Background: an optimization exercise with open tools, aiming at small area and a short achievable clock period. Do not read the settings as production practice.
Only simulation tests tie the RTL to the original design; equivalence was not proved.
No driver is modelled on the clock port, so clocking that relies on it looks cheaper here than on a real chip.
Power is estimated from default activity; no workload was simulated.

==> flow/design.v <==
module interrupt_controller(
	pclk_i,
	prst_i,
	penable_i,
	pready_o,
	pwrite_i,
	paddr_i,
	pwdata_i,
	prdata_o,
	interrupt_active_i,
	interrupt_valid_o,
	interrupt_to_be_serviced_o,
	interrupt_serviced_i);
	input pclk_i,prst_i,penable_i,pwrite_i;
	input [3:0] paddr_i,pwdata_i;
	output reg pready_o;
	output reg [3:0] prdata_o;
	input [15:0] interrupt_active_i;
	input interrupt_serviced_i;
	output reg interrupt_valid_o;
	output reg [3:0] interrupt_to_be_serviced_o;
	reg arb;
	genvar g;
	reg [15:0] pb3, pb2, npb1, npb0;
	wire [15:0] we;
	wire [3:0] wd, rd_d;
	wire rd_en, rdy_d;
	ic_port u_port(
		.rst(prst_i), .pen(penable_i), .pw(pwrite_i),
		.pa(paddr_i), .pd(pwdata_i),
		.pb3(pb3), .pb2(pb2), .npb1(npb1), .npb0(npb0),
		.we(we), .wd(wd), .rd_en(rd_en), .rd_d(rd_d), .rdy_d(rdy_d));
	generate
		for (g = 0; g < 16; g = g + 1) begin : regs
			always @(posedge pclk_i)
				if (we[g]) begin
					pb3[g] <= wd[3];
					pb2[g] <= wd[2];
					npb1[g] <= wd[1];
					npb0[g] <= wd[0];
				end
		end
	endgenerate
	always @(posedge pclk_i) begin
		pready_o <= rdy_d;
		if (rd_en)
			prdata_o <= rd_d;
	end
	wire [3:0] nwinner;
	ic_arb_core u_core(
		.req(interrupt_active_i),
		.pb3(pb3), .pb2(pb2), .npb1(npb1), .npb0(npb0),
		.nwin(nwinner));
	always @(posedge pclk_i) begin
		if (prst_i) begin
			arb <= 1'b0;
			interrupt_valid_o <= 1'b0;
			interrupt_to_be_serviced_o <= 4'd0;
		end else begin
			arb <= (|interrupt_active_i) &
			       ((~arb & ~interrupt_valid_o) | (interrupt_valid_o & interrupt_serviced_i));
			interrupt_valid_o <= arb | (interrupt_valid_o & ~interrupt_serviced_i);
			if (arb) interrupt_to_be_serviced_o <= ~nwinner;
			else if (interrupt_serviced_i) interrupt_to_be_serviced_o <= 4'd0;
		end
	end
endmodule
module ic_arb_core(req, pb3, pb2, npb1, npb0, nwin);
	input [15:0] req;
	input [15:0] pb3, pb2, npb1, npb0;
	output [3:0] nwin;
	genvar g;
	wire [15:0] pb1 = ~npb1;
	wire [15:0] pb0 = ~npb0;
	wire h3 = |(req & pb3);
	wire h2 = h3 ? |(req & pb3 & pb2) : |(req & pb2);
	wire [15:0] c1 = req & (pb3 | {16{~h3}}) & (pb2 | {16{~h2}});
	wire h1 = |(c1 & pb1);
	wire h0 = h1 ? |(c1 & pb1 & pb0) : |(c1 & pb0);
	wire [15:0] cw = c1 & (pb1 | {16{~h1}}) & (pb0 | {16{~h0}});
	wire [3:0] nz, lo_odd, lo_hi;
	generate
		for (g = 0; g < 4; g = g + 1) begin : quad
			wire [3:0] q = cw[4*g+3:4*g];
			assign nz[g] = |q;
			assign lo_hi[g] = ~q[0] & ~q[1];
			assign lo_odd[g] = ~q[0] & (q[1] | ~q[2]);
		end
	endgenerate
	wire [3:0] fq = {nz[3] & ~nz[2] & ~nz[1] & ~nz[0], nz[2] & ~nz[1] & ~nz[0],
	                 nz[1] & ~nz[0], nz[0]};
	assign nwin = ~{fq[3] | fq[2], fq[3] | fq[1], |(fq & lo_hi), |(fq & lo_odd)};
endmodule
module ic_port(rst, pen, pw, pa, pd, pb3, pb2, npb1, npb0, we, wd, rd_en, rd_d, rdy_d);
	input rst, pen, pw;
	input [3:0] pa, pd;
	input [15:0] pb3, pb2, npb1, npb0;
	output [15:0] we;
	output [3:0] wd;
	output rd_en;
	output [3:0] rd_d;
	output rdy_d;
	genvar g;
	wire [15:0] sel;
	generate
		for (g = 0; g < 16; g = g + 1) begin : dec
			assign sel[g] = pa == g;
		end
	endgenerate
	wire [3:0] wdata = pd & {4{~rst}};
	assign we = {16{rst}} | ({16{pen & pw}} & sel);
	assign wd = {wdata[3], wdata[2], ~wdata[1], ~wdata[0]};
	assign rd_en = rst | (pen & ~pw);
	assign rd_d = {|(sel & pb3), |(sel & pb2), |(sel & ~npb1), |(sel & ~npb0)} & {4{~rst}};
	assign rdy_d = pen & ~rst;
endmodule
==> flow/flow/run.sh <==
#!/bin/bash
# Own layout flow: the standard flow (standard.sh) with
#  - the standard synthesis, except that ABC maps with flow/abc.script
#    (registers are mapped before ABC runs, so they are unchanged); also
#    the combinational modules ic_arb_core and ic_port are read from the
#    gate netlists flow/arb_core.v and flow/port.v (made by gen/gen_core8.py
#    and gen/gen_port.py) instead of being synthesised from rtl/ic.v,
#  - smaller port buffers (PORT_BUF),
#  - timing repair aimed at a setup slack margin below the clock period
#    (MARGIN), and the other settings in flow/params.sh (CTS arguments,
#    EXTRA make variables),
#  - clock buffers upsized after CTS where the register clock pins would
#    see too slow a slew (flow/clkfix.tcl).
# make's full output is in standard_flow.log; ORFS's step logs are in orfs/logs/.
set -euo pipefail
source flow/params.sh
export MY_ABC_SCRIPT=$PWD/flow/abc.script
export CLK_SLEW_LIMIT=${CLK_SLEW_LIMIT:-0.1}
args=("BUFFER_PORTS_ARGS=-buffer_cell $PORT_BUF" "SETUP_SLACK_MARGIN=$MARGIN")
if [[ "${OWN_ABC:-1}" == 1 ]]; then args+=("SYNTH_SCRIPT=$PWD/flow/synth.tcl"); fi
subst=""
if [[ -f flow/arb_core.v ]]; then subst="$subst ic_arb_core=$PWD/flow/arb_core.v"; fi
if [[ -f flow/port.v ]]; then subst="$subst ic_port=$PWD/flow/port.v"; fi
if [[ -n "$subst" ]]; then
  export SUBST_NETLISTS="$subst"
  args+=("SYNTH_CANONICALIZE_TCL=$PWD/flow/subst.tcl")
fi
if [[ -n "${CTS_ARGS:-}" ]]; then args+=("CTS_ARGS=$CTS_ARGS"); fi
if [[ -f flow/clkfix.tcl ]]; then args+=("POST_CTS_TCL=$PWD/flow/clkfix.tcl"); fi
if [[ -n "${EXTRA:-}" ]]; then for kv in $EXTRA; do args+=("$kv"); done; fi
bash standard.sh "${args[@]}" "${FLOW_TARGET:-finish}" > standard_flow.log 2>&1
==> flow/flow/abc.script <==
&get -n
&st
&dch
&nf -R 1000
&put
==> flow/flow/clkfix.tcl <==
set_propagated_clock [all_clocks]
estimate_parasitics -placement
set limit [expr {[info exists ::env(CLK_SLEW_LIMIT)] ? $::env(CLK_SLEW_LIMIT) : 0.1}]
set changed 1
while {$changed} {
  set changed 0
  foreach inst [get_cells *] {
    set r [get_property $inst ref_name]
    if {![regexp {^sky130_fd_sc_hd__clkbuf_([0-9]+)$} $r -> sz]} continue
    set worst 0.0
    foreach pin [get_pins -of_objects $inst -filter "direction==output"] {
      foreach load [get_pins -of_objects [get_nets -of_objects $pin] -filter "direction==input"] {
        if {[get_name $load] ne "CLK" && ![string match "*/CLK" [get_full_name $load]]} continue
        set s [get_property $load slew_max]
        if {$s > $worst} { set worst $s }
      }
    }
    if {$worst > $limit && $sz < 16} {
      set nsz [expr {$sz * 2}]
      puts "clkfix: [get_name $inst] $r -> clkbuf_$nsz (sink slew $worst)"
      replace_cell $inst [get_lib_cells */sky130_fd_sc_hd__clkbuf_$nsz]
      estimate_parasitics -placement
      set changed 1
    }
  }
}
detailed_placement
check_placement -verbose
==> flow/flow/params.sh <==
PORT_BUF=sky130_fd_sc_hd__buf_1
MARGIN=20.5
CTS_ARGS="-sink_clustering_enable -repair_clock_nets -buf_list sky130_fd_sc_hd__clkbuf_4 -dont_use_dummy_load"
EXTRA="SKIP_INCREMENTAL_REPAIR=1"
CLK_SLEW_LIMIT=0.1
==> flow/flow/port.v <==
// generated by gen/gen_port.py 
module ic_port(rst, pen, pw, pa, pd, pb3, pb2, npb1, npb0, we, wd, rd_en, rd_d, rdy_d);
  input rst, pen, pw;
  input [3:0] pa, pd;
  input [15:0] pb3, pb2, npb1, npb0;
  output [15:0] we;
  output [3:0] wd, rd_d;
  output rd_en, rdy_d;
  wire na0;
  wire na1;
  wire na2;
  wire na3;
  wire nrst;
  wire npw;
  wire lo0;
  wire lo1;
  wire lo2;
  wire lo3;
  wire nlo0;
  wire nlo1;
  wire nlo2;
  wire nlo3;
  wire hi0;
  wire hi1;
  wire hi2;
  wire hi3;
  wire nhi0;
  wire nhi1;
  wire nhi2;
  wire nhi3;
  wire wa0;
  wire wa1;
  wire wa2;
  wire wa3;
  wire wb0;
  wire wb1;
  wire wb2;
  wire wb3;
  wire r3_x0_0;
  wire r3_x0_1;
  wire r3_g0;
  wire r3_x1_0;
  wire r3_x1_1;
  wire r3_g1;
  wire r3_x2_0;
  wire r3_x2_1;
  wire r3_g2;
  wire r3_x3_0;
  wire r3_x3_1;
  wire r3_g3;
  wire r3_y0;
  wire r3_y1;
  wire r2_x0_0;
  wire r2_x0_1;
  wire r2_g0;
  wire r2_x1_0;
  wire r2_x1_1;
  wire r2_g1;
  wire r2_x2_0;
  wire r2_x2_1;
  wire r2_g2;
  wire r2_x3_0;
  wire r2_x3_1;
  wire r2_g3;
  wire r2_y0;
  wire r2_y1;
  wire r1_x0_0;
  wire r1_x0_1;
  wire r1_ng0;
  wire r1_x1_0;
  wire r1_x1_1;
  wire r1_ng1;
  wire r1_x2_0;
  wire r1_x2_1;
  wire r1_ng2;
  wire r1_x3_0;
  wire r1_x3_1;
  wire r1_ng3;
  wire r1_z0;
  wire r1_z1;
  wire r0_x0_0;
  wire r0_x0_1;
  wire r0_ng0;
  wire r0_x1_0;
  wire r0_x1_1;
  wire r0_ng1;
  wire r0_x2_0;
  wire r0_x2_1;
  wire r0_ng2;
  wire r0_x3_0;
  wire r0_x3_1;
  wire r0_ng3;
  wire r0_z0;
  wire r0_z1;
  sky130_fd_sc_hd__inv_1 p1 (.A(pa[0]), .Y(na0));
  sky130_fd_sc_hd__inv_1 p2 (.A(pa[1]), .Y(na1));
  sky130_fd_sc_hd__inv_1 p3 (.A(pa[2]), .Y(na2));
  sky130_fd_sc_hd__inv_1 p4 (.A(pa[3]), .Y(na3));
  sky130_fd_sc_hd__inv_1 p5 (.A(rst), .Y(nrst));
  sky130_fd_sc_hd__inv_1 p6 (.A(pw), .Y(npw));
  sky130_fd_sc_hd__nor2_1 p7 (.A(pa[0]), .B(pa[1]), .Y(lo0));
  sky130_fd_sc_hd__nor2_1 p8 (.A(na0), .B(pa[1]), .Y(lo1));
  sky130_fd_sc_hd__nor2_1 p9 (.A(pa[0]), .B(na1), .Y(lo2));
  sky130_fd_sc_hd__nor2_1 p10 (.A(na0), .B(na1), .Y(lo3));
  sky130_fd_sc_hd__nand2_1 p11 (.A(na0), .B(na1), .Y(nlo0));
  sky130_fd_sc_hd__nand2_1 p12 (.A(pa[0]), .B(na1), .Y(nlo1));
  sky130_fd_sc_hd__nand2_1 p13 (.A(na0), .B(pa[1]), .Y(nlo2));
  sky130_fd_sc_hd__nand2_1 p14 (.A(pa[0]), .B(pa[1]), .Y(nlo3));
  sky130_fd_sc_hd__nor2_1 p15 (.A(pa[2]), .B(pa[3]), .Y(hi0));
  sky130_fd_sc_hd__nor2_1 p16 (.A(na2), .B(pa[3]), .Y(hi1));
  sky130_fd_sc_hd__nor2_1 p17 (.A(pa[2]), .B(na3), .Y(hi2));
  sky130_fd_sc_hd__nor2_1 p18 (.A(na2), .B(na3), .Y(hi3));
  sky130_fd_sc_hd__nand2_1 p19 (.A(na2), .B(na3), .Y(nhi0));
  sky130_fd_sc_hd__nand2_1 p20 (.A(pa[2]), .B(na3), .Y(nhi1));
  sky130_fd_sc_hd__nand2_1 p21 (.A(na2), .B(pa[3]), .Y(nhi2));
  sky130_fd_sc_hd__nand2_1 p22 (.A(pa[2]), .B(pa[3]), .Y(nhi3));
  sky130_fd_sc_hd__nor2_1 p23 (.A(rst), .B(lo0), .Y(wa0));
  sky130_fd_sc_hd__nor2_1 p24 (.A(rst), .B(lo1), .Y(wa1));
  sky130_fd_sc_hd__nor2_1 p25 (.A(rst), .B(lo2), .Y(wa2));
  sky130_fd_sc_hd__nor2_1 p26 (.A(rst), .B(lo3), .Y(wa3));
  sky130_fd_sc_hd__a31oi_1 p27 (.A1(pen), .A2(pw), .A3(hi0), .B1(rst), .Y(wb0));
  sky130_fd_sc_hd__a31oi_1 p28 (.A1(pen), .A2(pw), .A3(hi1), .B1(rst), .Y(wb1));
  sky130_fd_sc_hd__a31oi_1 p29 (.A1(pen), .A2(pw), .A3(hi2), .B1(rst), .Y(wb2));
  sky130_fd_sc_hd__a31oi_1 p30 (.A1(pen), .A2(pw), .A3(hi3), .B1(rst), .Y(wb3));
  sky130_fd_sc_hd__nor2_1 p31 (.A(wa0), .B(wb0), .Y(we[0]));
  sky130_fd_sc_hd__nor2_1 p32 (.A(wa1), .B(wb0), .Y(we[1]));
  sky130_fd_sc_hd__nor2_1 p33 (.A(wa2), .B(wb0), .Y(we[2]));
  sky130_fd_sc_hd__nor2_1 p34 (.A(wa3), .B(wb0), .Y(we[3]));
  sky130_fd_sc_hd__nor2_1 p35 (.A(wa0), .B(wb1), .Y(we[4]));
  sky130_fd_sc_hd__nor2_1 p36 (.A(wa1), .B(wb1), .Y(we[5]));
  sky130_fd_sc_hd__nor2_1 p37 (.A(wa2), .B(wb1), .Y(we[6]));
  sky130_fd_sc_hd__nor2_1 p38 (.A(wa3), .B(wb1), .Y(we[7]));
  sky130_fd_sc_hd__nor2_1 p39 (.A(wa0), .B(wb2), .Y(we[8]));
  sky130_fd_sc_hd__nor2_1 p40 (.A(wa1), .B(wb2), .Y(we[9]));
  sky130_fd_sc_hd__nor2_1 p41 (.A(wa2), .B(wb2), .Y(we[10]));
  sky130_fd_sc_hd__nor2_1 p42 (.A(wa3), .B(wb2), .Y(we[11]));
  sky130_fd_sc_hd__nor2_1 p43 (.A(wa0), .B(wb3), .Y(we[12]));
  sky130_fd_sc_hd__nor2_1 p44 (.A(wa1), .B(wb3), .Y(we[13]));
  sky130_fd_sc_hd__nor2_1 p45 (.A(wa2), .B(wb3), .Y(we[14]));
  sky130_fd_sc_hd__nor2_1 p46 (.A(wa3), .B(wb3), .Y(we[15]));
  sky130_fd_sc_hd__nor2b_1 p47 (.A(rst), .B_N(pd[3]), .Y(wd[3]));
  sky130_fd_sc_hd__nor2b_1 p48 (.A(rst), .B_N(pd[2]), .Y(wd[2]));
  sky130_fd_sc_hd__nand2b_1 p49 (.A_N(rst), .B(pd[1]), .Y(wd[1]));
  sky130_fd_sc_hd__nand2b_1 p50 (.A_N(rst), .B(pd[0]), .Y(wd[0]));
  sky130_fd_sc_hd__a21o_1 p51 (.A1(pen), .A2(npw), .B1(rst), .X(rd_en));
  sky130_fd_sc_hd__nor2b_1 p52 (.A(rst), .B_N(pen), .Y(rdy_d));
  sky130_fd_sc_hd__a22oi_1 p53 (.A1(lo0), .A2(pb3[0]), .B1(lo1), .B2(pb3[1]), .Y(r3_x0_0));
  sky130_fd_sc_hd__a22oi_1 p54 (.A1(lo2), .A2(pb3[2]), .B1(lo3), .B2(pb3[3]), .Y(r3_x0_1));
  sky130_fd_sc_hd__nand2_1 p55 (.A(r3_x0_0), .B(r3_x0_1), .Y(r3_g0));
  sky130_fd_sc_hd__a22oi_1 p56 (.A1(lo0), .A2(pb3[4]), .B1(lo1), .B2(pb3[5]), .Y(r3_x1_0));
  sky130_fd_sc_hd__a22oi_1 p57 (.A1(lo2), .A2(pb3[6]), .B1(lo3), .B2(pb3[7]), .Y(r3_x1_1));
  sky130_fd_sc_hd__nand2_1 p58 (.A(r3_x1_0), .B(r3_x1_1), .Y(r3_g1));
  sky130_fd_sc_hd__a22oi_1 p59 (.A1(lo0), .A2(pb3[8]), .B1(lo1), .B2(pb3[9]), .Y(r3_x2_0));
  sky130_fd_sc_hd__a22oi_1 p60 (.A1(lo2), .A2(pb3[10]), .B1(lo3), .B2(pb3[11]), .Y(r3_x2_1));
  sky130_fd_sc_hd__nand2_1 p61 (.A(r3_x2_0), .B(r3_x2_1), .Y(r3_g2));
  sky130_fd_sc_hd__a22oi_1 p62 (.A1(lo0), .A2(pb3[12]), .B1(lo1), .B2(pb3[13]), .Y(r3_x3_0));
  sky130_fd_sc_hd__a22oi_1 p63 (.A1(lo2), .A2(pb3[14]), .B1(lo3), .B2(pb3[15]), .Y(r3_x3_1));
  sky130_fd_sc_hd__nand2_1 p64 (.A(r3_x3_0), .B(r3_x3_1), .Y(r3_g3));
  sky130_fd_sc_hd__a22oi_1 p65 (.A1(hi0), .A2(r3_g0), .B1(hi1), .B2(r3_g1), .Y(r3_y0));
  sky130_fd_sc_hd__a22oi_1 p66 (.A1(hi2), .A2(r3_g2), .B1(hi3), .B2(r3_g3), .Y(r3_y1));
  sky130_fd_sc_hd__a21oi_1 p67 (.A1(r3_y0), .A2(r3_y1), .B1(rst), .Y(rd_d[3]));
  sky130_fd_sc_hd__a22oi_1 p68 (.A1(lo0), .A2(pb2[0]), .B1(lo1), .B2(pb2[1]), .Y(r2_x0_0));
  sky130_fd_sc_hd__a22oi_1 p69 (.A1(lo2), .A2(pb2[2]), .B1(lo3), .B2(pb2[3]), .Y(r2_x0_1));
  sky130_fd_sc_hd__nand2_1 p70 (.A(r2_x0_0), .B(r2_x0_1), .Y(r2_g0));
  sky130_fd_sc_hd__a22oi_1 p71 (.A1(lo0), .A2(pb2[4]), .B1(lo1), .B2(pb2[5]), .Y(r2_x1_0));
  sky130_fd_sc_hd__a22oi_1 p72 (.A1(lo2), .A2(pb2[6]), .B1(lo3), .B2(pb2[7]), .Y(r2_x1_1));
  sky130_fd_sc_hd__nand2_1 p73 (.A(r2_x1_0), .B(r2_x1_1), .Y(r2_g1));
  sky130_fd_sc_hd__a22oi_1 p74 (.A1(lo0), .A2(pb2[8]), .B1(lo1), .B2(pb2[9]), .Y(r2_x2_0));
  sky130_fd_sc_hd__a22oi_1 p75 (.A1(lo2), .A2(pb2[10]), .B1(lo3), .B2(pb2[11]), .Y(r2_x2_1));
  sky130_fd_sc_hd__nand2_1 p76 (.A(r2_x2_0), .B(r2_x2_1), .Y(r2_g2));
  sky130_fd_sc_hd__a22oi_1 p77 (.A1(lo0), .A2(pb2[12]), .B1(lo1), .B2(pb2[13]), .Y(r2_x3_0));
  sky130_fd_sc_hd__a22oi_1 p78 (.A1(lo2), .A2(pb2[14]), .B1(lo3), .B2(pb2[15]), .Y(r2_x3_1));
  sky130_fd_sc_hd__nand2_1 p79 (.A(r2_x3_0), .B(r2_x3_1), .Y(r2_g3));
  sky130_fd_sc_hd__a22oi_1 p80 (.A1(hi0), .A2(r2_g0), .B1(hi1), .B2(r2_g1), .Y(r2_y0));
  sky130_fd_sc_hd__a22oi_1 p81 (.A1(hi2), .A2(r2_g2), .B1(hi3), .B2(r2_g3), .Y(r2_y1));
  sky130_fd_sc_hd__a21oi_1 p82 (.A1(r2_y0), .A2(r2_y1), .B1(rst), .Y(rd_d[2]));
  sky130_fd_sc_hd__o22ai_1 p83 (.A1(nlo0), .A2(npb1[0]), .B1(nlo1), .B2(npb1[1]), .Y(r1_x0_0));
  sky130_fd_sc_hd__o22ai_1 p84 (.A1(nlo2), .A2(npb1[2]), .B1(nlo3), .B2(npb1[3]), .Y(r1_x0_1));
  sky130_fd_sc_hd__nor2_1 p85 (.A(r1_x0_0), .B(r1_x0_1), .Y(r1_ng0));
  sky130_fd_sc_hd__o22ai_1 p86 (.A1(nlo0), .A2(npb1[4]), .B1(nlo1), .B2(npb1[5]), .Y(r1_x1_0));
  sky130_fd_sc_hd__o22ai_1 p87 (.A1(nlo2), .A2(npb1[6]), .B1(nlo3), .B2(npb1[7]), .Y(r1_x1_1));
  sky130_fd_sc_hd__nor2_1 p88 (.A(r1_x1_0), .B(r1_x1_1), .Y(r1_ng1));
  sky130_fd_sc_hd__o22ai_1 p89 (.A1(nlo0), .A2(npb1[8]), .B1(nlo1), .B2(npb1[9]), .Y(r1_x2_0));
  sky130_fd_sc_hd__o22ai_1 p90 (.A1(nlo2), .A2(npb1[10]), .B1(nlo3), .B2(npb1[11]), .Y(r1_x2_1));
  sky130_fd_sc_hd__nor2_1 p91 (.A(r1_x2_0), .B(r1_x2_1), .Y(r1_ng2));
  sky130_fd_sc_hd__o22ai_1 p92 (.A1(nlo0), .A2(npb1[12]), .B1(nlo1), .B2(npb1[13]), .Y(r1_x3_0));
  sky130_fd_sc_hd__o22ai_1 p93 (.A1(nlo2), .A2(npb1[14]), .B1(nlo3), .B2(npb1[15]), .Y(r1_x3_1));
  sky130_fd_sc_hd__nor2_1 p94 (.A(r1_x3_0), .B(r1_x3_1), .Y(r1_ng3));
  sky130_fd_sc_hd__o22ai_1 p95 (.A1(nhi0), .A2(r1_ng0), .B1(nhi1), .B2(r1_ng1), .Y(r1_z0));
  sky130_fd_sc_hd__o22ai_1 p96 (.A1(nhi2), .A2(r1_ng2), .B1(nhi3), .B2(r1_ng3), .Y(r1_z1));
  sky130_fd_sc_hd__o21a_1 p97 (.A1(r1_z0), .A2(r1_z1), .B1(nrst), .X(rd_d[1]));
  sky130_fd_sc_hd__o22ai_1 p98 (.A1(nlo0), .A2(npb0[0]), .B1(nlo1), .B2(npb0[1]), .Y(r0_x0_0));
  sky130_fd_sc_hd__o22ai_1 p99 (.A1(nlo2), .A2(npb0[2]), .B1(nlo3), .B2(npb0[3]), .Y(r0_x0_1));
  sky130_fd_sc_hd__nor2_1 p100 (.A(r0_x0_0), .B(r0_x0_1), .Y(r0_ng0));
  sky130_fd_sc_hd__o22ai_1 p101 (.A1(nlo0), .A2(npb0[4]), .B1(nlo1), .B2(npb0[5]), .Y(r0_x1_0));
  sky130_fd_sc_hd__o22ai_1 p102 (.A1(nlo2), .A2(npb0[6]), .B1(nlo3), .B2(npb0[7]), .Y(r0_x1_1));
  sky130_fd_sc_hd__nor2_1 p103 (.A(r0_x1_0), .B(r0_x1_1), .Y(r0_ng1));
  sky130_fd_sc_hd__o22ai_1 p104 (.A1(nlo0), .A2(npb0[8]), .B1(nlo1), .B2(npb0[9]), .Y(r0_x2_0));
  sky130_fd_sc_hd__o22ai_1 p105 (.A1(nlo2), .A2(npb0[10]), .B1(nlo3), .B2(npb0[11]), .Y(r0_x2_1));
  sky130_fd_sc_hd__nor2_1 p106 (.A(r0_x2_0), .B(r0_x2_1), .Y(r0_ng2));
  sky130_fd_sc_hd__o22ai_1 p107 (.A1(nlo0), .A2(npb0[12]), .B1(nlo1), .B2(npb0[13]), .Y(r0_x3_0));
  sky130_fd_sc_hd__o22ai_1 p108 (.A1(nlo2), .A2(npb0[14]), .B1(nlo3), .B2(npb0[15]), .Y(r0_x3_1));
  sky130_fd_sc_hd__nor2_1 p109 (.A(r0_x3_0), .B(r0_x3_1), .Y(r0_ng3));
  sky130_fd_sc_hd__o22ai_1 p110 (.A1(nhi0), .A2(r0_ng0), .B1(nhi1), .B2(r0_ng1), .Y(r0_z0));
  sky130_fd_sc_hd__o22ai_1 p111 (.A1(nhi2), .A2(r0_ng2), .B1(nhi3), .B2(r0_ng3), .Y(r0_z1));
  sky130_fd_sc_hd__o21a_1 p112 (.A1(r0_z0), .A2(r0_z1), .B1(nrst), .X(rd_d[0]));
endmodule
==> flow/flow/subst.tcl <==
# Replace behavioural modules of rtl/ic.v by gate netlists of the same
# function (made by the scripts in gen/): SUBST_NETLISTS lists
# module=netlist pairs.
foreach pair $::env(SUBST_NETLISTS) {
  lassign [split $pair =] module netlist
  delete $module
  read_verilog $netlist
}
hierarchy -check -top $::env(DESIGN_NAME)
==> flow/flow/synth.tcl <==
# synth_recipe.tcl (the standard synthesis), with ABC's script replaced by
# flow/abc.script when MY_ABC_SCRIPT names it.
proc synth {args} { yosys synth -nofsm -noshare {*}$args }
proc abc {args} {
  set i [lsearch -exact $args -script]
  if { $i >= 0 && [info exists ::env(MY_ABC_SCRIPT)] } {
    lset args [expr {$i + 1}] $::env(MY_ABC_SCRIPT)
  }
  puts "abc wrapper: $args"
  yosys abc {*}$args
}
source $::env(SCRIPTS_DIR)/synth.tcl
# left out here: clear keep_hierarchy, flatten, clean up, hide names made inside functions, write 1_2_yosys.v
==> flow/standard.sh <==
#!/bin/bash
# synth_recipe.tcl (not shown) runs the flow's synth.tcl, then flattens the netlist and writes it again
# the make line also repeats each setting of config.mk as NAME=value (left out here)
make -C /OpenROAD-flow-scripts/flow DESIGN_CONFIG=/design/flow/config.mk WORK_HOME=/design/flow/orfs CLKGATE_MAP_FILE= SYNTH_SCRIPT=/design/flow/synth_recipe.tcl "${@:-finish}"
==> flow/config.mk <==
export PLATFORM = sky130hd
export DESIGN_NAME = interrupt_controller
export DESIGN_NICKNAME = interrupt_controller
export VERILOG_FILES = /design/flow/design.v
export SDC_FILE = /design/flow/constraint.sdc
export NUM_CORES = 8
export LEC_CHECK = 0
export ABC_AREA = 1
export CAP_MARGIN = 20
export CORE_MARGIN = 2
export CORE_UTILIZATION = 65
export CTS_BUF_LIST = sky130_fd_sc_hd__clkbuf_4
export PLACE_DENSITY = 0.8
export SLEW_MARGIN = 20
==> flow/constraint.sdc <==
create_clock -name core_clock -period 30.0 [get_ports {pclk_i}]
set_input_delay 6.0000 -clock core_clock [delete_from_list [all_inputs] [get_ports {pclk_i}]]
set_output_delay 6.0000 -clock core_clock [all_outputs]
set_load 0.01 [all_outputs]
Not shown: flow/flow/arb_core.v
==> impl_metrics.toml, run 1 <==
[global_routing]
antenna_found_initial = 0
gr-usage-met1 = 0.512
grt_max_degree = 24
grt_pass1_vias = 3542

[status]
outcome = "complete, no violations"

[run]
drv_cap = 0

[power_and_ir_drop]
p_comb_frac = 0.230
clkPwrFrac = 0.212

[cells_and_area]
multi_input_area_um2 = 1740
final_common_cell = "nor2_1"
flops_and_latches = 75
bufAreaShareNonClock = 0.0433
inverters = 7
syn_to_final_growth_pct = 9.63
n_fill_cell = 434

[timing]
worst_pin_slew_ps = 1180
finalHoldViolCount = 0
period_share = 0.318
slew_violations = 0

[worst_setup_path]
crit_top_cell = "nor2_1"
worstPathRequired_ps = 30290
slowest_stage = "o221ai_1"
path_depth = 20
path_cells = "buf_1, a22oi_1, nand4_1, nor2_8, a221oi_4, buf_4, o221ai_1, o22ai_1, nor2_1, nand4_4, a21oi_4, buf_4, a221oi_1, nor2_1, nand2_1, a32o_1, a21oi_1, nor2b_1, a21oi_1, nor2_1"

[yosys]
synth.most_common_cell = "nor2_1"
synthArstFlopShare = 0
synth-main-ff-cell = "edfxtp_1"
synth-adder-area-share = 0
ys_top_cells_by_area = "edfxtp_1, a22oi_1, nor2_1"
synth_common_cells = "nor2_1, edfxtp_1, a22oi_1, o22ai_1, nand2_1"

[placed_design]
placed_cell_area_um2 = 4190

[routing]
drt_iter0_drc = 757
drt-vias-per-instance = 7.57
routed_wirelength_um = 11800
routed.top_layer = "met4"

[clock_network]
cts.clk_slew.worst_paths_ps = 80
cts_sinks = 75

[hold_path]
hold_path_end = "interrupt_to_be_serviced_o[0]$_SDFFE_PP0P_"

[die]
initial_core_util = 0.671
==> run 2, diff against run 1 <==
--- a/flow/flow/run.sh
+++ b/flow/flow/run.sh
@@ -27,5 +27,7 @@
 fi
 if [[ -n "${CTS_ARGS:-}" ]]; then args+=("CTS_ARGS=$CTS_ARGS"); fi
-if [[ -f flow/clkfix.tcl ]]; then args+=("POST_CTS_TCL=$PWD/flow/clkfix.tcl"); fi
+if [[ -f flow/post_cts.tcl ]]; then args+=("POST_CTS_TCL=$PWD/flow/post_cts.tcl");
+elif [[ -f flow/clkfix.tcl ]]; then args+=("POST_CTS_TCL=$PWD/flow/clkfix.tcl"); fi
+if [[ -f flow/post_grt.tcl ]]; then args+=("POST_GLOBAL_ROUTE_TCL=$PWD/flow/post_grt.tcl"); fi
 if [[ -n "${EXTRA:-}" ]]; then for kv in $EXTRA; do args+=("$kv"); done; fi
 bash standard.sh "${args[@]}" "${FLOW_TARGET:-finish}" > standard_flow.log 2>&1
==> flow/flow/post_cts.tcl (new file) <==
# After CTS (POST_CTS_TCL): clock buffer slews, then gate sizing.
source [file join [file dirname [info script]] clkfix.tcl]
if {[file exists [file join [file dirname [info script]] size.tcl]]} {
  source [file join [file dirname [info script]] size.tcl]
}
==> flow/flow/post_grt.tcl (new file) <==
# After global routing (POST_GLOBAL_ROUTE_TCL): gate sizing again, with the
# parasitics of the global routes; the nets it touches are routed again.
global_route -start_incremental
set sz_par -global_routing
source [file join [file dirname [info script]] size.tcl]
global_route -end_incremental
estimate_parasitics -global_routing
==> flow/flow/size.tcl (new file) <==
if {![info exists sz_par]} { set sz_par -placement }
proc sz_area_of {c} { return [get_property [get_lib_cells */[get_property $c ref_name]] area] }
proc sz_period {} { return [expr {$::env(FLOW_PERIOD_NS) - [sta::worst_slack_cmd max] * 1e9}] }
set_propagated_clock [all_clocks]
estimate_parasitics $sz_par
set sz_cells {}
set sz_area 0.0
foreach c [get_cells *] {
  set r [get_property $c ref_name]
  set lc [get_lib_cells */$r]
  if {[string match "*tap*" $r] || [string match "*fill*" $r] || [string match "*decap*" $r]} continue
  set sz_area [expr {$sz_area + [get_property $lc area]}]
  if {[regexp {__(e?s?df|s?dl)} $r]} continue
  if {[string match "*clkbuf*" $r] || [string match "*clkinv*" $r] || [string match "*conb*" $r]} continue
  if {[string match "clkbuf_*" [get_name $c]]} continue
  lappend sz_cells $c
}
set sz_best [expr {$sz_area * [sz_period]}]
puts "size.tcl: start area $sz_area period [sz_period] cells [llength $sz_cells]"
for {set pass 0} {$pass < 6} {incr pass} {
  set changed 0
  foreach c $sz_cells {
    set cur [get_property $c ref_name]
    if {![regexp {^(.*)_([0-9]+)$} $cur -> base sz]} continue
    set cura [sz_area_of $c]
    set bestcell $cur
    foreach lc [get_lib_cells */${base}_*] {
      set n [get_name $lc]
      if {![regexp "^${base}_\[0-9\]+\$" $n] || $n eq $cur} continue
      if {[string match "*lpflow*" $n] || [string match "*probe*" $n]} continue
      replace_cell $c $lc
      estimate_parasitics $sz_par
      set a [expr {$sz_area - $cura + [get_property $lc area]}]
      set o [expr {$a * [sz_period]}]
      if {$o < $sz_best - 1e-6} { set sz_best $o; set bestcell $n }
      replace_cell $c [get_lib_cells */$cur]
    }
    estimate_parasitics $sz_par
    if {$bestcell ne $cur} {
      replace_cell $c [get_lib_cells */$bestcell]
      set sz_area [expr {$sz_area - $cura + [sz_area_of $c]}]
      incr changed
    }
  }
  puts "size.tcl: pass $pass changed $changed area $sz_area period [sz_period]"
  if {$changed == 0} break
}
detailed_placement
check_placement -verbose
estimate_parasitics $sz_par
puts "size.tcl: end area $sz_area period [sz_period]"
==> run 2 against run 1 <==
Compared with the run above: sequential share of layout area is 0.13 points lower; largest cell class unchanged; clock skew is 3.5 ps lower; sequential power hardly changed; routed wire length is 0.67% higher; via count is 1.6% higher; register-to-register slack better by 110 ps; highest routed layer unchanged; still clean; cell area is 0.26% higher; total power is 0.26% higher; clock power hardly changed; sequential cell count stayed put; die area stayed put.
==> impl_metrics.toml, run 2 <==
[routing]
drc = 0
drt-vias-per-instance = 7.70
dr_total_vias = 3857
drt_iter0_drc = 776
dr.pass1.iters = 6
routed_wirelength_um = 11900
wl_per_cell_um = 23.8
ant_nets = 0

[global_routing]
grt_max_degree = 24
antenna_found_initial = 0
track_usage = 0.382
grt_pass1_wl_um = 18500
grt_pass1_vias = 3591
gr-total-overflow = 0

[yosys]
synth-main-ff-cell = "edfxtp_1"
syn_inst = 373
synth_top_family_by_area = "compound AO/OA/AOI/OAI gates"
synth_xor_area_frac = 0
synth-adder-area-share = 0
synth_top_area_share = 0.517
yosysWarnings = 1
synth_fp_nets = 402
ys_ff_latch = 75
synth_area_per_cell_um2 = 10.6
ys_seq_area_frac = 0.552
ys_top_cells_by_area = "edfxtp_1, a22oi_1, nor2_1"
synth_cell_types = 31
synth_mux_area_frac = 0
yosys.area.top_type = "edfxtp_1"
synth_compound_area_frac = 0.248
synth_common_cells = "nor2_1, edfxtp_1, a22oi_1, o22ai_1, nand2_1"
synthArstFlopShare = 0
synth_edf_count = 68
syn_area_um2 = 3950
synth-simple-area-share = 0.193
synth.most_common_cell = "nor2_1"

[timing]
setup_tns_ps = 0
setup_viol = 0
worst_pin_slew_ps = 1170
fin_skew_ps = 30.8
fmaxAchievable_mhz = 106
finalHoldViolCount = 0
period_share = 0.313
slew_violations = 0
slew_headroom = 0.217
fin_crit_ps = 9400

[placed_design]
portBuffers = 38
dp_hpwl_um = 8560
placed_cell_area_um2 = 4190
gp_congestion = 0.992

[worst_setup_path]
critPathMaxFanout = 17
critPathCaptureType = "register"
worstRegToRegCells = 20
r2r_setup_slack_ps = 25800
arrival_ps = 9710
critPathLaunchType = "input pin"
r2r_end = "interrupt_to_be_serviced_o[0]$_SDFFE_PP0P_"
r2r_start = "pb3[9]$_DFFE_PP_"
worstPathRequired_ps = 30310
path_class = "input pin to register"

[power_and_ir_drop]
vdd_drop_max_mv = 0.0450
p_total_mw = 0.245
netSwitchingFraction = 0.319
p_leak_nw = 1.43
clkPwrFrac = 0.210
power_switching_mw = 0.0782
p_seq_frac = 0.558
p_comb_frac = 0.231
power_density_nw_per_um2 = 56.4
intPower_mw = 0.167

[die]
die_h_um = 82.0
std_cell_rows = 28
dieArea_um2 = 6720
die_w_um = 82.0
initial_core_util = 0.671
fp.coreArea_um2 = 5890
ioPinCount = 39

[cells_and_area]
syn_to_final_growth_pct = 9.91
final_cell_mix = "nor2_1, edfxtp_1, o22ai_1, buf_1, a22oi_1"
final_area_um2 = 4340
nets = 457
antenna_cells = 0
final_common_cell = "nor2_1"
drive_above_1_share = 0.0704
n_fill_cell = 447

[clock_network]
cts_sinks = 75
cts.clk_slew.worst_paths_ps = 80
cts_tree = "built"
clock_latency_ps = 430

[hold_path]
holdPathStages = 2
hold_class = "register to register"
hold_path_end = "interrupt_to_be_serviced_o[0]$_SDFFE_PP0P_"
worstHoldStart = "interrupt_to_be_serviced_o[0]$_SDFFE_PP0P_"

[status]
outcome = "complete, no violations"

[run]
drv_cap = 0
run 2: worst max-delay path: stages:
cell and delay [ps]:
buf_1 140, a22oi_1 240, nand4_1 170, a221oi_2 350, buf_2 260, o221ai_1 240, o22ai_1 280, nor2_1 100
nand4_4 240, a21oi_4 100, buf_2 170, a221oi_1 400, nor2_1 170, and2_1 210, a32o_1 290, a21oi_2 130
nor2b_1 50, a21oi_1 100, nor2_1 50
run 2: worst max-delay path by stage:
stage | start | endpoint | depth (start not counted)
3_3_place_gp | interrupt_active_i[12] | interrupt_to_be_serviced_o[0]$_SDFFE_PP0P_ | 18
2_1_floorplan | interrupt_active_i[14] | interrupt_to_be_serviced_o[0]$_SDFFE_PP0P_ | 17
6_report | interrupt_active_i[6] | interrupt_to_be_serviced_o[0]$_SDFFE_PP0P_ | 19
3_5_place_dp | interrupt_active_i[14] | interrupt_to_be_serviced_o[1]$_SDFFE_PP0P_ | 18
run 2: area by class of cell:
type                       count  area, um2  share of cell area
multi-input combinational    291       1750               0.404
inverter                       7       26.3             0.00605
sequential                    75       2180               0.502
timing repair buffer          44        188              0.0432
clock buffer                   9       98.8              0.0228
tap                           75       93.8              0.0216
run 2: power groups by stage:
stage	Clock [mW]	Combinational [mW]	Sequential, mW
floorplan	0	0.0361	0.135
global placement	0	0.0502	0.138
detailed placement	0	0.0521	0.138
finish	0.0515	0.0567	0.137
run 2: per-layer routing:
metal / GRT usage / part of all wire / vias up
li1: - / - / 1651
met1: 0.504 / 0.38 / 1759
met2: 0.583 / 0.44 / 376
met3: 0.104 / 0.13 / 71
met4: 0.188 / 0.048 / 0
met5: 0 / 0 / -
run 2: logic make-up after synthesis:
kind of cell	Yosys count
simple gates	160
compound gates	131
flops	75
buf+inv	7
run 2: metrics by stage:
step / utilization / std cells / worst slack (ps) / hold WS [ps]
2_1_floorplan: - / 373 / 20890 / 495
3_3_place_gp: 0.712 / 486 / 19960 / 467
3_5_place_dp: 0.712 / 486 / 19830 / 482
6_report: 0.738 / 501 / 20600 / 502
==> run 3, diff against run 2 <==
--- a/flow/flow/run.sh
+++ b/flow/flow/run.sh
@@ -29,5 +29,4 @@
 if [[ -f flow/post_cts.tcl ]]; then args+=("POST_CTS_TCL=$PWD/flow/post_cts.tcl");
 elif [[ -f flow/clkfix.tcl ]]; then args+=("POST_CTS_TCL=$PWD/flow/clkfix.tcl"); fi
-if [[ -f flow/post_grt.tcl ]]; then args+=("POST_GLOBAL_ROUTE_TCL=$PWD/flow/post_grt.tcl"); fi
 if [[ -n "${EXTRA:-}" ]]; then for kv in $EXTRA; do args+=("$kv"); done; fi
 bash standard.sh "${args[@]}" "${FLOW_TARGET:-finish}" > standard_flow.log 2>&1
--- a/flow/flow/size.tcl
+++ b/flow/flow/size.tcl
@@ -1,7 +1,6 @@
-if {![info exists sz_par]} { set sz_par -placement }
 proc sz_area_of {c} { return [get_property [get_lib_cells */[get_property $c ref_name]] area] }
 proc sz_period {} { return [expr {$::env(FLOW_PERIOD_NS) - [sta::worst_slack_cmd max] * 1e9}] }
 set_propagated_clock [all_clocks]
-estimate_parasitics $sz_par
+estimate_parasitics -placement
 set sz_cells {}
 set sz_area 0.0
@@ -30,5 +29,5 @@
       if {[string match "*lpflow*" $n] || [string match "*probe*" $n]} continue
       replace_cell $c $lc
-      estimate_parasitics $sz_par
+      estimate_parasitics -placement
       set a [expr {$sz_area - $cura + [get_property $lc area]}]
       set o [expr {$a * [sz_period]}]
@@ -36,5 +35,5 @@
       replace_cell $c [get_lib_cells */$cur]
     }
-    estimate_parasitics $sz_par
+    estimate_parasitics -placement
     if {$bestcell ne $cur} {
       replace_cell $c [get_lib_cells */$bestcell]
@@ -48,4 +47,4 @@
 detailed_placement
 check_placement -verbose
-estimate_parasitics $sz_par
+estimate_parasitics -placement
 puts "size.tcl: end area $sz_area period [sz_period]"
--- a/flow/config.mk
+++ b/flow/config.mk
@@ -9,6 +9,6 @@
 export CAP_MARGIN = 20
 export CORE_MARGIN = 2
-export CORE_UTILIZATION = 65
+export CORE_UTILIZATION = 50
 export CTS_BUF_LIST = sky130_fd_sc_hd__clkbuf_4
-export PLACE_DENSITY = 0.8
+export PLACE_DENSITY = 0.7
 export SLEW_MARGIN = 20
removed: flow/flow/post_grt.tcl
==> run 3 against run 2 <==
Compared with the run above: sequential cell count unchanged; total power shrank 0.99%; clock skew grew 0.54 ps; first-iteration DRC count decreased by 15%; largest power group unchanged; via count is 3.9% lower; highest routed layer unchanged; cell area down 0.20%; cell count increased by 5.4%; fmax rose by 0.76%; sequential share of layout area grew 0.10 points.
==> impl_metrics.toml, run 3 <==
[cells_and_area]
final_common_cell = "nor2_1"
nets = 457
fin_util = 0.564
antenna_cells = 0
final_cells = 528
n_fill_cell = 703
drive_above_1_share = 0.0516
syn_to_final_growth_pct = 9.69
final_cell_mix = "nor2_1, edfxtp_1, buf_1, o22ai_1, a22oi_1"

[placed_design]
dp.cells = 513
pre_cts_slack_ps = 19870
dp_hpwl_um = 8520
portBuffers = 38
gp_congestion = 0.950

[worst_setup_path]
path_cells = "buf_1, a22oi_1, nand4_2, nor2_4, a221oi_2, buf_4, o221ai_1, o22ai_1, nor2_2, nand4_4, a21oi_2, buf_4, a221oi_1, nor2_1, nand2_1, a32o_1, a21oi_1, nor2b_1, a21oi_1, nor2_1"
path_delay_family = "compound AO/OA/AOI/OAI gates"
critPathMaxFanout = 17
cp_num_buf_inv = 3
critPathLaunchType = "input pin"
critPathCaptureType = "register"
worstRegToRegCells = 19
r2r_start = "pb3[12]$_DFFE_PP_"
r2r_end = "interrupt_to_be_serviced_o[0]$_SDFFE_PP0P_"
cp-startpoint = "interrupt_active_i[10]"
crit_end = "interrupt_to_be_serviced_o[0]$_SDFFE_PP0P_"
r2r_setup_slack_ps = 25890
slowest_stage = "o221ai_1"
max_stage_delay_ps = 420
worstPathRequired_ps = 30300
arrival_ps = 9620
path_depth = 20
path_class = "input pin to register"

[timing]
fin_crit_ps = 9330
setup_viol = 0
finalHoldViolCount = 0
slew_violations = 0
holdWs_ps = 484
worst_pin_slew_ps = 1130
setup_tns_ps = 0
period_share = 0.311
fmaxAchievable_mhz = 107
fin_skew_ps = 31.4
slew_headroom = 0.244
worst_slack_ps = 20670

[die]
ioPinCount = 39
die_h_um = 92.9
dieArea_um2 = 8630
die_w_um = 92.9
fp.coreArea_um2 = 7690
initial_core_util = 0.514
std_cell_rows = 32

[routing]
drc = 0
dr_total_vias = 3707
drt_iter0_drc = 662
routed_wirelength_um = 11700
ant_nets = 0
wl_per_cell_um = 22.2
dr.pass1.iters = 5
drt-vias-per-instance = 7.02

[yosys]
synth-main-ff-cell = "edfxtp_1"
ys_seq_area_frac = 0.552
synth-simple-area-share = 0.193
synth_edf_count = 68
synth_area_per_cell_um2 = 10.6
synth_top_family_by_area = "compound AO/OA/AOI/OAI gates"
yosysWarnings = 1
synth.most_common_cell = "nor2_1"
yosys.area.top_type = "edfxtp_1"
syn_area_um2 = 3950
syn_inst = 373
synth-adder-area-share = 0
ys_top_cells_by_area = "edfxtp_1, a22oi_1, nor2_1"
ys_ff_latch = 75
synth_common_cells = "nor2_1, edfxtp_1, a22oi_1, o22ai_1, nand2_1"
synth_compound_area_frac = 0.248
synth_top_area_share = 0.517
synth_mux_area_frac = 0
synthArstFlopShare = 0
synth_fp_nets = 402
synth_xor_area_frac = 0
synth_cell_types = 31

[clock_network]
cts_sinks = 75
cts.clk_slew.worst_paths_ps = 70
cts_tree = "built"
clock_latency_ps = 440

[global_routing]
track_usage = 0.282
grt_pass1_wl_um = 18200
grt_max_degree = 24
gr-total-overflow = 0
grt_pass1_vias = 3314
antenna_found_initial = 0

[power_and_ir_drop]
vdd_drop_max_mv = 0.0283
p_leak_nw = 1.42
power_density_nw_per_um2 = 56.0

[status]
outcome = "complete, no violations"

[hold_path]
worstHoldStart = "interrupt_to_be_serviced_o[0]$_SDFFE_PP0P_"
hold_class = "register to register"

[run]
drv_cap = 0
## run 3: cell counts after synthesis
Identical to the previous run, type by type.
## run 3: final cells by class
cell class,count,area (um2),share of cell area
clock buffer,9,92.6,0.0214
inverter,7,26.3,0.00606
multi-input combinational,291,1720,0.398
sequential,75,2180,0.503
tap,102,128,0.0294
timing repair buffer,44,183,0.0421
## run 3: per-layer routing
layer	vias up	global-route usage	wire, um
met5	-	0	0
met4	0	0.120	461
met3	41	0.0683	1250
met2	276	0.411	5110
met1	1733	0.404	4890
li1	1657	-	-
## run 3: kinds of logic (layout without fill, tap and decap cells)
| family | after synthesis | after routing |
|---|---|---|
| flip-flops | 75 | 75 |
| buffers and inverters | 7 | 60 |
| AO/OA/AOI/OAI | 131 | 131 |
| AND/OR/NAND/NOR | 160 | 160 |
## run 3: how the worst min path moves through the flow
stage / slack, ps / depth (start not counted) / end
finish: 480 / 2 / interrupt_to_be_serviced_o[0]$_SDFFE_PP0P_
global route: 520 / 2 / arb$_SDFF_PP0_
detailed placement: 470 / 2 / interrupt_to_be_serviced_o[0]$_SDFFE_PP0P_
global placement: 470 / 2 / interrupt_to_be_serviced_o[3]$_SDFFE_PP0P_
floorplan: 500 / 2 / arb$_SDFF_PP0_
## run 3: per-stage QoR
step / total power [mW] / area, um2
floorplan: 0.171 / 3950
global route: 0.254 / 4330
detailed placement: 0.190 / 4220
finish: 0.243 / 4330
global placement: 0.189 / 4220
## run 3: worst register-to-register path, stage by stage, from the launching register on
cell and delay, ps:
edfxtp_1 450, a22oi_1 260, nand4_2 180, nor2_4 180
a221oi_2 90, buf_4 170, o221ai_1 420, o22ai_1 190
nor2_2 220, nand4_4 270, a21oi_2 230, buf_4 170
a221oi_1 90, nor2_1 300, nand2_1 120, a32o_1 250
a21oi_1 150, nor2b_1 60, a21oi_1 110, nor2_1 40
## run 3: report_power, final
group,total [mW],leakage (nW),internal (mW),switching (mW)
logic,0.0539,0.653,0.0198,0.0341
registers,0.137,0.711,0.126,0.0112
clock network,0.0519,0.0518,0.0195,0.0324
total,0.243,1.42,0.165,0.0776
==> run 4, diff against run 3 <==
--- a/flow/config.mk
+++ b/flow/config.mk
@@ -9,6 +9,6 @@
 export CAP_MARGIN = 20
 export CORE_MARGIN = 2
-export CORE_UTILIZATION = 50
+export CORE_UTILIZATION = 80
 export CTS_BUF_LIST = sky130_fd_sc_hd__clkbuf_4
-export PLACE_DENSITY = 0.7
+export PLACE_DENSITY = 0.9
 export SLEW_MARGIN = 20
==> run 4 against run 3 <==
Compared with the run above: the flow now stops in 5_1_grt; synthesized cell count did not move; area after synthesis stayed put.
==> impl_metrics.toml, run 4 <==
[status]
outcome = "stopped before the end"
stop_stage = "5_1_grt"
tool.error = "[ERROR GRT-0116] Global routing finished with congestion. Check the congestion regions in the DRC Viewer."

[yosys]
synth_common_cells = "nor2_1, edfxtp_1, a22oi_1, o22ai_1, nand2_1"
ys_ff_latch = 75
yosysWarnings = 1
synth_top_area_share = 0.517
synth_fp_nets = 402
syn_area_um2 = 3950
synth_cell_types = 31
synthArstFlopShare = 0
synth-main-ff-cell = "edfxtp_1"
synth.most_common_cell = "nor2_1"
synth_edf_count = 68
syn_inst = 373
synth_area_per_cell_um2 = 10.6
ys_top_cells_by_area = "edfxtp_1, a22oi_1, nor2_1"
yosys.area.top_type = "edfxtp_1"
ys_seq_area_frac = 0.552

[die]
std_cell_rows = 25
initial_core_util = 0.831
die_h_um = 74.3
ioPinCount = 39
die_w_um = 74.3

[global_routing]
gr-total-overflow = 3
track_usage = 0.748
grt_pass1_vias = 5100
grt_pass1_wl_um = 29700
grt_max_degree = 24

[placed_design]
dp.cells = 478
portBuffers = 38
placed_cell_area_um2 = 4180
gp_congestion = 1.01
dp_hpwl_um = 8570

[clock_network]
cts_sinks = 75
-- run 4: cell counts after synthesis --
No cell type changed its count.
-- run 4: through the flow --
| stage | total power, mW | utilization | setup slack, ps |
|---|---|---|---|
| 3_3_place_gp | 0.186 | 0.879 | 20070 |
| 2_1_floorplan | 0.171 | - | 20890 |
| 3_5_place_dp | 0.190 | 0.879 | 19810 |
-- run 4: worst max-delay path by stage --
stage                                 startpoint                                    endpoint  slack (ps)  depth (start not counted)
after floorplan           interrupt_active_i[14]  interrupt_to_be_serviced_o[0]$_SDFFE_PP0P_       20890                         17
after detailed placement  interrupt_active_i[12]  interrupt_to_be_serviced_o[0]$_SDFFE_PP0P_       19810                         18
after global placement    interrupt_active_i[12]  interrupt_to_be_serviced_o[0]$_SDFFE_PP0P_       20070                         18
-- run 4: power by group through the flow --
stage          registers (mW)  clock network [mW]  logic, mW
3_5_place_dp            0.138                   0     0.0524
3_3_place_gp            0.137                   0     0.0489
2_1_floorplan           0.135                   0     0.0361
-- run 4: kinds of logic after synthesis --
family	count (synthesis)	synth area share
AND/OR/NAND/NOR	160	0.193
AO/OA/AOI/OAI	131	0.248
flip-flops	75	0.552
buffers and inverters	7	0.00665
-- run 4: layer usage --
layer	GRT usage	GRT overflow
met5	0.194	0
met4	0.665	2
met3	0.640	0
met2	0.882	1
met1	0.791	0
==> run 5, diff against run 4 <==
--- a/flow/config.mk
+++ b/flow/config.mk
@@ -9,6 +9,6 @@
 export CAP_MARGIN = 20
 export CORE_MARGIN = 2
-export CORE_UTILIZATION = 80
+export CORE_UTILIZATION = 65
 export CTS_BUF_LIST = sky130_fd_sc_hd__clkbuf_4
-export PLACE_DENSITY = 0.9
+export PLACE_DENSITY = 0.8
 export SLEW_MARGIN = 20
==> run 5 against run 4 <==
Compared with the run above: now clean on timing, DRC and antenna; synthesized cell count did not move; area after synthesis did not move.
==> impl_metrics.toml, run 5 <==
[global_routing]
antenna_found_initial = 0
grt_pass1_wl_um = 18500
grt_pass1_vias = 3591
grt_max_degree = 24
gr-total-overflow = 0
track_usage = 0.382

[worst_setup_path]
critPathMaxFanout = 17
crit_top_cell = "nor2_1"
slowest_stage = "o221ai_1"
r2r_end = "interrupt_to_be_serviced_o[0]$_SDFFE_PP0P_"
path_cells = "buf_2, a22oi_1, nand4_2, nor2_4, a221oi_2, buf_6, o221ai_1, o22ai_1, nor2_1, nand4_4, a21oi_4, buf_2, a221oi_1, nor2_1, nand2_1, a32o_1, a21oi_2, nor2b_1, a21oi_1, nor2_1"
arrival_ps = 9690
r2r_setup_slack_ps = 25850
path_delay_family = "compound AO/OA/AOI/OAI gates"
worstRegToRegCells = 19
critPathLaunchType = "input pin"
cp_num_buf_inv = 3
r2r_start = "pb3[10]$_DFFE_PP_"
critPathCaptureType = "register"
path_class = "input pin to register"
max_stage_delay_ps = 400
worstPathRequired_ps = 30320

[timing]
finalHoldViolCount = 0
worst_pin_slew_ps = 1190
fin_skew_ps = 30.9
slew_headroom = 0.208
setup_viol = 0
fmaxAchievable_mhz = 107
fin_crit_ps = 9370
setup_tns_ps = 0
period_share = 0.312
slew_violations = 0

[routing]
dr.pass1.iters = 7
drt-vias-per-instance = 7.72
wl_per_cell_um = 23.9
ant_nets = 0
dr_total_vias = 3867
routed_wirelength_um = 12000
drc = 0
drt_iter0_drc = 747

[placed_design]
gp_congestion = 0.992
placed_cell_area_um2 = 4190
dp_hpwl_um = 8560
portBuffers = 38

[yosys]
synth_area_per_cell_um2 = 10.6
ys_ff_latch = 75
synth_top_area_share = 0.517
synth_fp_nets = 402
synth-main-ff-cell = "edfxtp_1"
ys_seq_area_frac = 0.552
synth_cell_types = 31
synth_edf_count = 68
synth.most_common_cell = "nor2_1"
yosys.area.top_type = "edfxtp_1"
ys_top_cells_by_area = "edfxtp_1, a22oi_1, nor2_1"
synthArstFlopShare = 0
synth_common_cells = "nor2_1, edfxtp_1, a22oi_1, o22ai_1, nand2_1"
syn_area_um2 = 3950
syn_inst = 373
yosysWarnings = 1

[cells_and_area]
final_area_um2 = 4330
drive_above_1_share = 0.0657
final_cell_mix = "nor2_1, edfxtp_1, o22ai_1, buf_1, a22oi_1"
final_common_cell = "nor2_1"
n_fill_cell = 445
syn_to_final_growth_pct = 9.59
antenna_cells = 0
nets = 457

[hold_path]
hold_path_end = "interrupt_to_be_serviced_o[0]$_SDFFE_PP0P_"
hold_class = "register to register"
holdPathStages = 2
worstHoldStart = "interrupt_to_be_serviced_o[0]$_SDFFE_PP0P_"

[die]
initial_core_util = 0.671
die_w_um = 82.0
std_cell_rows = 28
fp.coreArea_um2 = 5890
ioPinCount = 39
die_h_um = 82.0
dieArea_um2 = 6720

[power_and_ir_drop]
power_density_nw_per_um2 = 56.6
p_leak_nw = 1.43
vdd_drop_max_mv = 0.0445

[clock_network]
clock_latency_ps = 440
cts.clk_slew.worst_paths_ps = 80
cts_sinks = 75
cts_tree = "built"

[run]
drv_cap = 0

[status]
outcome = "complete, no violations"
==> run 5: cell counts after synthesis <==
No cell type changed its count.
==> run 5: how the worst max path moves through the flow <==
stage	slack, ps	to	from	cells past startpoint
floorplan	20890	interrupt_to_be_serviced_o[0]$_SDFFE_PP0P_	interrupt_active_i[14]	17
global placement	19960	interrupt_to_be_serviced_o[0]$_SDFFE_PP0P_	interrupt_active_i[12]	18
detailed placement	19830	interrupt_to_be_serviced_o[1]$_SDFFE_PP0P_	interrupt_active_i[14]	18
global route	20430	interrupt_to_be_serviced_o[1]$_SDFFE_PP0P_	interrupt_active_i[10]	20
finish	20630	interrupt_to_be_serviced_o[0]$_SDFFE_PP0P_	interrupt_active_i[10]	20
==> run 5: through the flow <==
stage	utilization	power, mW	hold WS (ps)	worst slack [ps]	cells
final	0.736	0.245	504	20630	501
after global routing	0.736	0.255	544	20430	501
after detailed placement	0.712	0.190	482	19830	486
after global placement	0.712	0.188	467	19960	486
after floorplan	-	0.171	495	20890	373
==> run 5: area by class of cell <==
cell class,instances,area (um2),share of cell area
Clock buffer,9,98.8,0.0228
Multi-Input combinational cell,291,1740,0.402
Sequential cell,75,2180,0.504
Inverter,7,26.3,0.00607
Tap cell,75,93.8,0.0217
Timing Repair Buffer,44,188,0.0433
==> run 5: worst register-to-register path: stages (launching register included) <==
cell,delay [ps]
edfxtp_1,450
a22oi_1,260
nand4_2,190
nor2_4,200
a221oi_2,100
buf_6,150
o221ai_1,410
o22ai_1,180
nor2_1,300
nand4_4,300
a21oi_4,240
buf_2,200
a221oi_1,110
nor2_1,250
nand2_1,120
a32o_1,260
a21oi_2,130
nor2b_1,50
a21oi_1,110
nor2_1,50
==> run 5: routing by layer <==
layer / track usage / routed length (um)
met1: 0.504 / 4480
met2: 0.583 / 5270
met3: 0.104 / 1670
met4: 0.188 / 571
met5: 0 / 0
==> run 5: kinds of logic (layout without fill, tap and decap cells) <==
logic type,count (synthesis),after routing,synth area share
and+or+nand+nor,160,160,0.193
AOI/OAI and AO/OA,131,131,0.248
DFF,75,75,0.552
buffers and inverters,7,60,0.00665
==> run 5: power by group <==
group | switching, mW | internal, mW
clock | 0.0310 | 0.0209
sequential | 0.0110 | 0.126
combinational | 0.0364 | 0.0202
==> run 6, diff against run 5 <==
--- a/flow/flow/run.sh
+++ b/flow/flow/run.sh
@@ -10,7 +10,4 @@
 #    (MARGIN), and the other settings in flow/params.sh (CTS arguments,
 #    EXTRA make variables),
-#  - clock buffers upsized after CTS where the register clock pins would
-#    see too slow a slew (flow/clkfix.tcl).
-# make's full output is in standard_flow.log; ORFS's step logs are in orfs/logs/.
 set -euo pipefail
 source flow/params.sh
--- a/flow/config.mk
+++ b/flow/config.mk
@@ -9,6 +9,6 @@
 export CAP_MARGIN = 20
 export CORE_MARGIN = 2
-export CORE_UTILIZATION = 65
+export CORE_UTILIZATION = 45
 export CTS_BUF_LIST = sky130_fd_sc_hd__clkbuf_4
-export PLACE_DENSITY = 0.8
+export PLACE_DENSITY = 0.7
 export SLEW_MARGIN = 20
==> run 6 against run 5 <==
Compared with the run above: still clean; area after synthesis unchanged; first-iteration DRC count down 13%; routed wire length down 5.2%; clock-buffer cell count unchanged; setup slack worse by 120 ps; hold slack worse by 5.0 ps; clock skew down 16 ps; cell area up 0.17%; die area up 42%; core utilization down 23 points; total power down 3.2%; largest cell class unchanged.
==> impl_metrics.toml, run 6 <==
[timing]
setup_viol = 0
slew_headroom = 0.256
worst_pin_slew_ps = 1110
fin_crit_ps = 9490
setup_tns_ps = 0
finalHoldViolCount = 0
period_share = 0.316
holdWs_ps = 499
fin_skew_ps = 15.4
worst_slack_ps = 20510
slew_violations = 0
fmaxAchievable_mhz = 105

[yosys]
synth_top_family_by_area = "compound AO/OA/AOI/OAI gates"
synth_mux_area_frac = 0
synth.most_common_cell = "nor2_1"
ys_seq_area_frac = 0.552
synth_compound_area_frac = 0.248
yosys.area.top_type = "edfxtp_1"
synth_top_area_share = 0.517
syn_inst = 373
synthArstFlopShare = 0
synth_edf_count = 68
ys_top_cells_by_area = "edfxtp_1, a22oi_1, nor2_1"
synth-main-ff-cell = "edfxtp_1"
ys_ff_latch = 75
synth_common_cells = "nor2_1, edfxtp_1, a22oi_1, o22ai_1, nand2_1"
synth_cell_types = 31
synth_area_per_cell_um2 = 10.6
synth_fp_nets = 402
synth_xor_area_frac = 0
yosysWarnings = 1
syn_area_um2 = 3950
synth-adder-area-share = 0
synth-simple-area-share = 0.193

[worst_setup_path]
critPathLaunchType = "input pin"
cp-startpoint = "interrupt_active_i[14]"
worstRegToRegCells = 17
path_class = "input pin to register"
arrival_ps = 9800
critPathMaxFanout = 18
r2r_end = "interrupt_to_be_serviced_o[0]$_SDFFE_PP0P_"
worstPathRequired_ps = 30310
r2r_setup_slack_ps = 25740
critPathCaptureType = "register"
r2r_start = "pb3[14]$_DFFE_PP_"

[run]
drv_cap = 0

[routing]
drt-vias-per-instance = 6.99
ant_nets = 0
dr.pass1.iters = 5
drc = 0
routed_wirelength_um = 11400
drt_iter0_drc = 647
wl_per_cell_um = 21.5
dr_total_vias = 3699

[cells_and_area]
antenna_cells = 0
final_cell_mix = "nor2_1, edfxtp_1, buf_1, a22oi_1, o22ai_1"
syn_to_final_growth_pct = 9.78
drive_above_1_share = 0.0499
nets = 452

[global_routing]
grt_max_degree = 24
antenna_found_initial = 0
track_usage = 0.239
grt_pass1_vias = 3294
gr-total-overflow = 0
grt_pass1_wl_um = 17700

[power_and_ir_drop]
vdd_drop_max_mv = 0.0257
p_total_mw = 0.237
p_leak_nw = 1.42
power_density_nw_per_um2 = 54.7

[clock_network]
cts.clk_slew.worst_paths_ps = 90
cts_tree = "built"
clock_latency_ps = 420
cts_sinks = 75

[placed_design]
dp_hpwl_um = 8500
portBuffers = 38
gp_congestion = 0.976
pre_cts_slack_ps = 19990

[die]
die_w_um = 97.7
initial_core_util = 0.458
std_cell_rows = 34
dieArea_um2 = 9550
ioPinCount = 39
die_h_um = 97.7
fp.coreArea_um2 = 8640

[hold_path]
hold_class = "register to register"
worstHoldStart = "interrupt_valid_o$_SDFF_PP0_"
hold_path_end = "arb$_SDFF_PP0_"
holdPathStages = 2

[status]
outcome = "complete, no violations"
-- run 6: how the worst max path moves through the flow --
| stage | end | cells after the start |
|---|---|---|
| floorplan | interrupt_to_be_serviced_o[0]$_SDFFE_PP0P_ | 17 |
| global placement | interrupt_to_be_serviced_o[0]$_SDFFE_PP0P_ | 18 |
| detailed placement | interrupt_to_be_serviced_o[0]$_SDFFE_PP0P_ | 18 |
| global route | interrupt_to_be_serviced_o[2]$_SDFFE_PP0P_ | 18 |
| finish | interrupt_to_be_serviced_o[0]$_SDFFE_PP0P_ | 18 |
-- run 6: area by class of cell --
cell class	count	area, um2
well taps	108	135
flip-flops and latches	75	2180
multi-input cells	292	1770
fillers	808	4300
repair buffers	38	146
clock buffers	9	80.1
inverters	7	26.3
-- run 6: report_power, final --
| group | leakage, nW | internal (mW) | switching, mW | total (mW) |
|---|---|---|---|---|
| Clock | 0.0466 | 0.0167 | 0.0307 | 0.0474 |
| Combinational | 0.664 | 0.0191 | 0.0341 | 0.0532 |
| Sequential | 0.711 | 0.126 | 0.0110 | 0.137 |
| Total | 1.42 | 0.161 | 0.0759 | 0.237 |
-- run 6: logic make-up after synthesis --
group | after synthesis
compound gates | 131
flops | 75
simple gates | 160
buf+inv | 7
-- run 6: routing by layer --
metal	up-vias	part of all wire	track usage	routed length, um
li1	1647	-	-	-
met1	1766	0.42	0.332	4790
met2	232	0.45	0.369	5060
met3	54	0.096	0.0475	1090
met4	0	0.038	0.100	431
met5	-	0	0	0
-- run 6: critical path, cell delays in order --
cell and delay (ps):
buf_1 120, a22oi_1 260, nand4_2 230, nor2_8 310, a221oi_4 220, o221ai_1 430, o22ai_1 150, nor2_1 280
nand4_4 300, a21oi_2 420, a221oi_1 170, nor2_1 170, nand2_1 100, a32o_1 280, a21oi_1 140, nor2b_1 60
a21oi_1 110, nor2_1 50
-- run 6: per-stage QoR --
step / cells / instance area (um2) / util
after floorplan: 373 / 3950 / -
after global placement: 519 / 4230 / 0.490
after detailed placement: 519 / 4230 / 0.490
after global routing: 529 / 4340 / 0.502
final: 529 / 4340 / 0.502

==> port drivers added, routing unchanged <==
Ports are ideal in the flow. The routed layouts listed here were re-timed in OpenROAD.
Step 1: set_driving_cell puts a clkbuf_16 on pclk_i and a buf_2 on each other input, an assumption about the parent block.
Step 2 adds t to the input delays and takes it off the output delays; t is the mean of the earliest and latest rising clock arrival at the registers after step 1. Input paths then give back, and output paths get back, about the clock's delay inside the block.
Slacks: no drivers / after step 1 / after step 2; pairs: no drivers / after step 1.
| run | shift t [ns] | slack for setup (ns) | clock arrival spread, ns | pins driven straight from the clock port |
|---|---|---|---|---|
| run 1 | 0.457 | 20.458 / 20.462 / 20.005 | 0.035 / 0.034 | 1 |
| run 2 | 0.446 | 20.603 / 20.609 / 20.163 | 0.030 / 0.031 | 1 |
| run 3 | 0.450 | 20.674 / 20.685 / 20.235 | 0.031 / 0.032 | 1 |
| run 5 | 0.450 | 20.628 / 20.638 / 20.188 | 0.031 / 0.031 | 1 |
| run 6 | 0.443 | 20.506 / 20.507 / 20.064 | 0.022 / 0.022 | 1 |
After both steps setup and hold are still met in every run listed. The setup slack of run 1, which loses most, moves by +0.004 ns with the drivers and by -0.453 ns with both steps.
